From an optimization exercise on the open Yosys and OpenROAD flow, aimed at small area; shortcuts taken in it are not production practice. RTL that was checked went through simulation tests only; none was proved equivalent to the original. Power and IR drop assume default switching activity.

== run A ==
==> flow/design.v <==
`timescale 1ns / 1ps
module riscv(
    input  wire        clk,
    input  wire        rst,
    input  wire [31:0] inst_i,
    output wire [31:0] inst_addr_o,
    output reg         inst_ce_o,
    input  wire [31:0] data_i,
    output wire        data_we_o,
    output wire        data_ce_o,
    output wire [31:0] data_addr_o,
    output wire [31:0] data_o
);
always @(posedge clk) inst_ce_o <= ~rst;
reg  [2:0]  ph;
reg         clr;           
reg  [31:2] pc;
reg  [31:0] res;           
reg  [31:0] adr;           
reg         cy;            
reg         cy2;           
reg         eqf;           
reg  [4:0]  sa;            
reg  [4:0]  sb;            
reg         wb_en, ld_p, st_p, srl_p;
reg  [4:0]  wb_rd;
wire ph0 = (ph == 3'd0);
wire ph1 = (ph == 3'd1);
wire ph7 = (ph == 3'd7);
wire [6:0] op = inst_i[6:0];
wire [2:0] f3 = inst_i[14:12];
wire [6:0] f7 = inst_i[31:25];
wire [4:0] rd  = inst_i[11:7];
wire [4:0] rs1 = inst_i[19:15];
wire [4:0] rs2 = inst_i[24:20];
wire is_jal  = (op == 7'b1101111);
wire is_br   = (op == 7'b1100011) && (f3[1:0] == 2'b00);
wire is_lw   = (op == 7'b0000011) && (f3 == 3'b010);
wire is_sw   = (op == 7'b0100011) && (f3 == 3'b010);
wire is_addi = (op == 7'b0010011) && (f3 == 3'b000);
wire r_op    = (op == 7'b0110011);
wire r_f7z   = (f7 == 7'b0000000);
wire is_add  = r_op && r_f7z && (f3 == 3'b000);
wire is_sub  = r_op && (f7 == 7'b0100000) && (f3 == 3'b000);
wire is_sll  = r_op && r_f7z && (f3 == 3'b001);
wire is_xor  = r_op && r_f7z && (f3 == 3'b100);
wire is_srl  = r_op && r_f7z && (f3 == 3'b101);
wire is_or   = r_op && r_f7z && (f3 == 3'b110);
wire is_and  = r_op && r_f7z && (f3 == 3'b111);
wire writes  = (is_jal | is_lw | is_addi | is_add | is_sub | is_sll | is_xor |
                is_srl | is_or | is_and) && (rd != 5'd0);
wire sub_op  = is_sub | is_br;
wire [3:0] wdata;
wire [3:0] wd = clr ? 4'd0 : wdata;
wire [3:0] w_hi = clr ? 4'hf : wb_en ? (4'd1 << wb_rd[4:3]) : 4'd0;
wire [7:0] w_lo = clr ? 8'hff : (8'd1 << wb_rd[2:0]);
wire [3:0] a_hi = 4'd1 << rs1[4:3];
wire [7:0] a_lo = 8'd1 << rs1[2:0];
wire [3:0] b_hi = 4'd1 << rs2[4:3];
wire [7:0] b_lo = 8'd1 << rs2[2:0];
wire [3:0] pa [0:31];
wire [3:0] pb [0:31];
assign pa[0] = 4'd0;
assign pb[0] = 4'd0;
genvar r;
generate for (r = 1; r < 32; r = r + 1) begin : g_rf
    reg [31:0] q;
    wire we = w_hi[r / 8] & w_lo[r % 8];
    always @(posedge clk) q <= {(we ? wd : q[3:0]), q[31:4]};
    assign pa[r] = pa[r-1] | (q[3:0] & {4{a_hi[r / 8] & a_lo[r % 8]}});
    assign pb[r] = pb[r-1] | (q[3:0] & {4{b_hi[r / 8] & b_lo[r % 8]}});
end endgenerate
wire [3:0] ra = (clr | (wb_en && wb_rd == rs1)) ? wd : pa[31];
wire [3:0] rb = (clr | (wb_en && wb_rd == rs2)) ? wd : pb[31];
wire [31:0] pcw   = {pc, 2'b00};
wire [3:0]  pcnib = pcw[{ph, 2'b00} +: 4];
wire [31:0] immI  = {{20{inst_i[31]}}, inst_i[31:20]};
wire [31:0] immS  = {{20{inst_i[31]}}, inst_i[31:25], inst_i[11:7]};
wire [31:0] immB  = {{20{inst_i[31]}}, inst_i[7], inst_i[30:25], inst_i[11:8], 1'b0};
wire [31:0] immJ  = {{12{inst_i[31]}}, inst_i[19:12], inst_i[20], inst_i[30:21], 1'b0};
wire [3:0]  iInib = immI[{ph, 2'b00} +: 4];
wire [3:0]  iSnib = immS[{ph, 2'b00} +: 4];
wire [3:0] a = is_jal ? pcnib : ra;
wire [3:0] b = (is_addi | is_lw) ? iInib :
               is_sw ? iSnib :
               is_jal ? {1'b0, ph0, 2'b00} :
               (is_sll | is_srl) ? 4'd0 : rb;
wire       cin = ph0 ? sub_op : cy;
wire [4:0] sum = {1'b0, a} + {1'b0, (sub_op ? ~b : b)} + {4'd0, cin};
wire       zero_now = (sum[3:0] == 4'd0) & (ph0 | eqf);
wire       lt = (a[3] ^ b[3]) ? a[3] : sum[3];
wire       taken = is_jal | (is_br & (f3[2] ? lt : zero_now));
wire [4:0] s_cur = ph0 ? {1'b0, rb} : ph1 ? {rb[0], sa[3:0]} : sa;
wire [35:0] vv = {a, adr};
wire [2:0] lc = s_cur[4:2];
wire [1:0] lf = s_cur[1:0];
reg  [3:0]  lsel;                                        
always @(*) case (lc)
    3'd0: lsel = a;
    3'd1: lsel = adr[31:28];
    3'd2: lsel = adr[27:24];
    3'd3: lsel = adr[23:20];
    3'd4: lsel = adr[19:16];
    3'd5: lsel = adr[15:12];
    3'd6: lsel = adr[11:8];
    default: lsel = adr[7:4];
endcase
wire [3:0]  l_hi = (ph < lc) ? 4'd0 : lsel;
reg  [3:1]  l_h;
wire [3:1]  l_lo = (ph <= lc) ? 3'd0 : l_h;
wire [6:0]  l_cat = {l_hi, l_lo};
wire [3:0]  win_l = l_cat[3 - lf +: 4];
wire [4:0]  s_r = ph7 ? sa : sb;
reg  [3:0]  r_hi_raw;                                    
always @(*) case (s_r[4:2])
    3'd0: r_hi_raw = adr[7:4];
    3'd1: r_hi_raw = adr[11:8];
    3'd2: r_hi_raw = adr[15:12];
    3'd3: r_hi_raw = adr[19:16];
    3'd4: r_hi_raw = adr[23:20];
    3'd5: r_hi_raw = adr[27:24];
    3'd6: r_hi_raw = adr[31:28];
    default: r_hi_raw = 4'd0;    
endcase
reg  [3:0]  r_h;
wire [3:0]  r_add = {1'b0, ph} + {1'b0, sb[4:2]};
wire [3:0]  r_hi = (r_add >= 4'd7) ? 4'd0 : r_hi_raw;
wire [3:0]  r_lo = (r_add >= 4'd8) ? 4'd0 : r_h;
wire [7:0]  r_cat = {r_hi, r_lo};
wire [3:0]  win_r = r_cat[sb[1:0] +: 4];
always @(posedge clk) begin
    l_h <= l_hi[3:1];
    r_h <= (s_r[4:2] == 3'd7) ? a : r_hi_raw;
end
wire [3:0] rnib = is_lw  ? 4'd0 :
                  is_sw  ? rb :
                  is_sll ? win_l :
                  is_xor ? (a ^ b) :
                  is_or  ? (a | b) :
                  is_and ? (a & b) : sum[3:0];
assign wdata = srl_p ? win_r : (res[3:0] | data_i[3:0]);
always @(posedge clk) begin
    cy  <= sum[4];
    eqf <= zero_now;
    adr <= {((is_jal | is_br) ? sum2[3:0] : sum[3:0]), adr[31:4]};
    cy2 <= sum2[4];
    res[31:28] <= rnib;
    res[27:24] <= ((ph1 & is_sll & rb[0]) ? 4'd0 : res[31:28]) | data_i[31:28];
    res[23:0]  <= res[27:4] | data_i[27:4];
    if (ph0) sa[3:0] <= rb;
    if (ph1) sa[4] <= rb[0];
end
wire [31:0] immBJ = is_jal ? immJ : immB;
wire [3:0]  bjnib = immBJ[{ph, 2'b00} +: 4];
wire [4:0]  sum2  = {1'b0, pcnib} + {1'b0, bjnib} + {4'd0, ~ph0 & cy2};
wire [31:2] tgt   = {sum2[3:0], adr[31:6]};
wire [31:2] inc = pc + {29'd0, ph7};
always @(posedge clk) begin
    if (rst) begin
        ph    <= 3'd0;
        clr   <= 1'b1;
        pc    <= 30'd0;
        wb_en <= 1'b0;
        ld_p  <= 1'b0;
        st_p  <= 1'b0;
        srl_p <= 1'b0;
    end else begin
        ph <= ph + 3'd1;
        pc <= (ph7 & taken) ? tgt : inc;
        if (ph7) begin
            clr   <= 1'b0;
            wb_en <= writes;
            ld_p  <= is_lw;
            st_p  <= is_sw;
            wb_rd <= rd;
            srl_p <= is_srl;
            sb    <= s_cur;
        end
    end
end
assign inst_addr_o = {pc, 2'b00};
assign data_addr_o = adr;
assign data_o      = res;
assign data_ce_o   = ph0 & (ld_p | st_p);
assign data_we_o   = ph0 & st_p;
endmodule
clock: 10.0 ns
lec_check: 0
abc_area: 1
cap_margin: 20
core_margin: 2
core_utilization: 45
gpl_timing_driven: 0
setup_slack_margin: 0
slew_margin: 20
standard.sh (not shown) runs the stock make flow with config.mk's settings and CLKGATE_MAP_FILE= SYNTH_SCRIPT=/design/flow/synth_recipe.tcl, a recipe that flattens the netlist after the stock synthesis.
==> flow/flow/run.sh <==
#!/bin/bash
# The standard layout (standard.sh), except that:
#  - synthesis maps the logic with an area-only ABC script
#    (flow/abc_area.script) in place of ORFS's abc_area.script; everything
#    else in synthesis is ORFS's unchanged, so the registers keep the
#    standard synthesis's names and cells;
#  - clock tree synthesis inserts no dummy loads and clusters up to 16 sinks, buffered with sky130_fd_sc_hd__clkbuf_8;
#  - every input and output port still gets its own buffer, but a
#    sky130_fd_sc_hd__buf_1 rather than the buffer buffer_ports picks itself.
set -euo pipefail
W=$(pwd)
rm -rf "$W/scripts_mod"
cp -r "$FLOW_HOME/scripts" "$W/scripts_mod"
cp "$W/flow/abc_area.script" "$W/scripts_mod/abc_area.script"
SCRIPTS_DIR="$W/scripts_mod" bash "$W/standard.sh" synth > "$W/synth.log" 2>&1
export BUFFER_PORTS_ARGS="-buffer_cell sky130_fd_sc_hd__buf_1"
export CTS_ARGS="-sink_clustering_enable -repair_clock_nets -dont_use_dummy_load -sink_clustering_size 16 -sink_clustering_max_diameter 80 -buf_list sky130_fd_sc_hd__clkbuf_8"
bash "$W/standard.sh" finish > "$W/layout.log" 2>&1
==> flow/flow/abc_area.script <==
strash
dch -f
map -a
strash
dch -f
map -a
strash
dch -f
map -a
topo
Run A finished every stage and its layout cleared the timing, design-rule and antenna checks.
Inputs modified between run A and run B:
diff --git a/flow/design.v b/flow/design.v
--- a/flow/design.v
+++ b/flow/design.v
@@ -153,9 +153,9 @@
 wire [31:0] immBJ = is_jal ? immJ : immB;
 wire [3:0]  bjnib = immBJ[{ph, 2'b00} +: 4];
 wire [4:0]  sum2  = {1'b0, pcnib} + {1'b0, bjnib} + {4'd0, ~ph0 & cy2};
 wire [31:2] tgt   = {sum2[3:0], adr[31:6]};
-wire [31:2] inc = pc + {29'd0, ph7};
+wire [31:2] inc = pc + 30'd1;
 always @(posedge clk) begin
     if (rst) begin
         ph    <= 3'd0;
         clr   <= 1'b1;
@@ -165,11 +165,11 @@
         st_p  <= 1'b0;
         srl_p <= 1'b0;
     end else begin
         ph <= ph + 3'd1;
-        pc <= (ph7 & taken) ? tgt : inc;
         if (ph7) begin
             clr   <= 1'b0;
+            pc    <= taken ? tgt : inc;
             wb_en <= writes;
             ld_p  <= is_lw;
             st_p  <= is_sw;
             wb_rd <= rd;
Results
Sort run B and run A by die span in y, ascending, and run A comes first. Diff run B..run A | global-route wire length before repair | negligible. Going from run A to run B, clock network power share held steady; net count of the finished layout now larger. Met3 capacity usage during global routing in run B vs run A: down 1.0 points.
For run B, only the layout was checked, not whether the RTL still works.

## static timing again, ports no longer ideal
How much do the figures lean on ideal ports? The routed layouts below were timed once more, with nothing changed but the port constraints. Step 1, drivers: a clkbuf_16 drives clk and a buf_2 each remaining input, both assumed. Step 2 times the ports against the registers' clock, not the clock port: input delays grow and output delays shrink by t, the midpoint of the rising clock arrivals with the driver on. Slacks: ideal / step 1 / step 2; pairs: ideal / step 1.
run | t (ns) | slack for setup (ns) | hold WS [ns]
run A | 0.722 | 0.371 / 0.334 / -0.388 | 0.290 / 0.290 / 0.290
run B | 0.703 | 0.643 / 0.667 / -0.036 | 0.258 / 0.258 / 0.258
Met with ideal ports but missed after step 2: setup timing in run A and run B. The setup slack of run A, which loses most, moves by -0.037 ns with the drivers and by -0.759 ns with both steps.
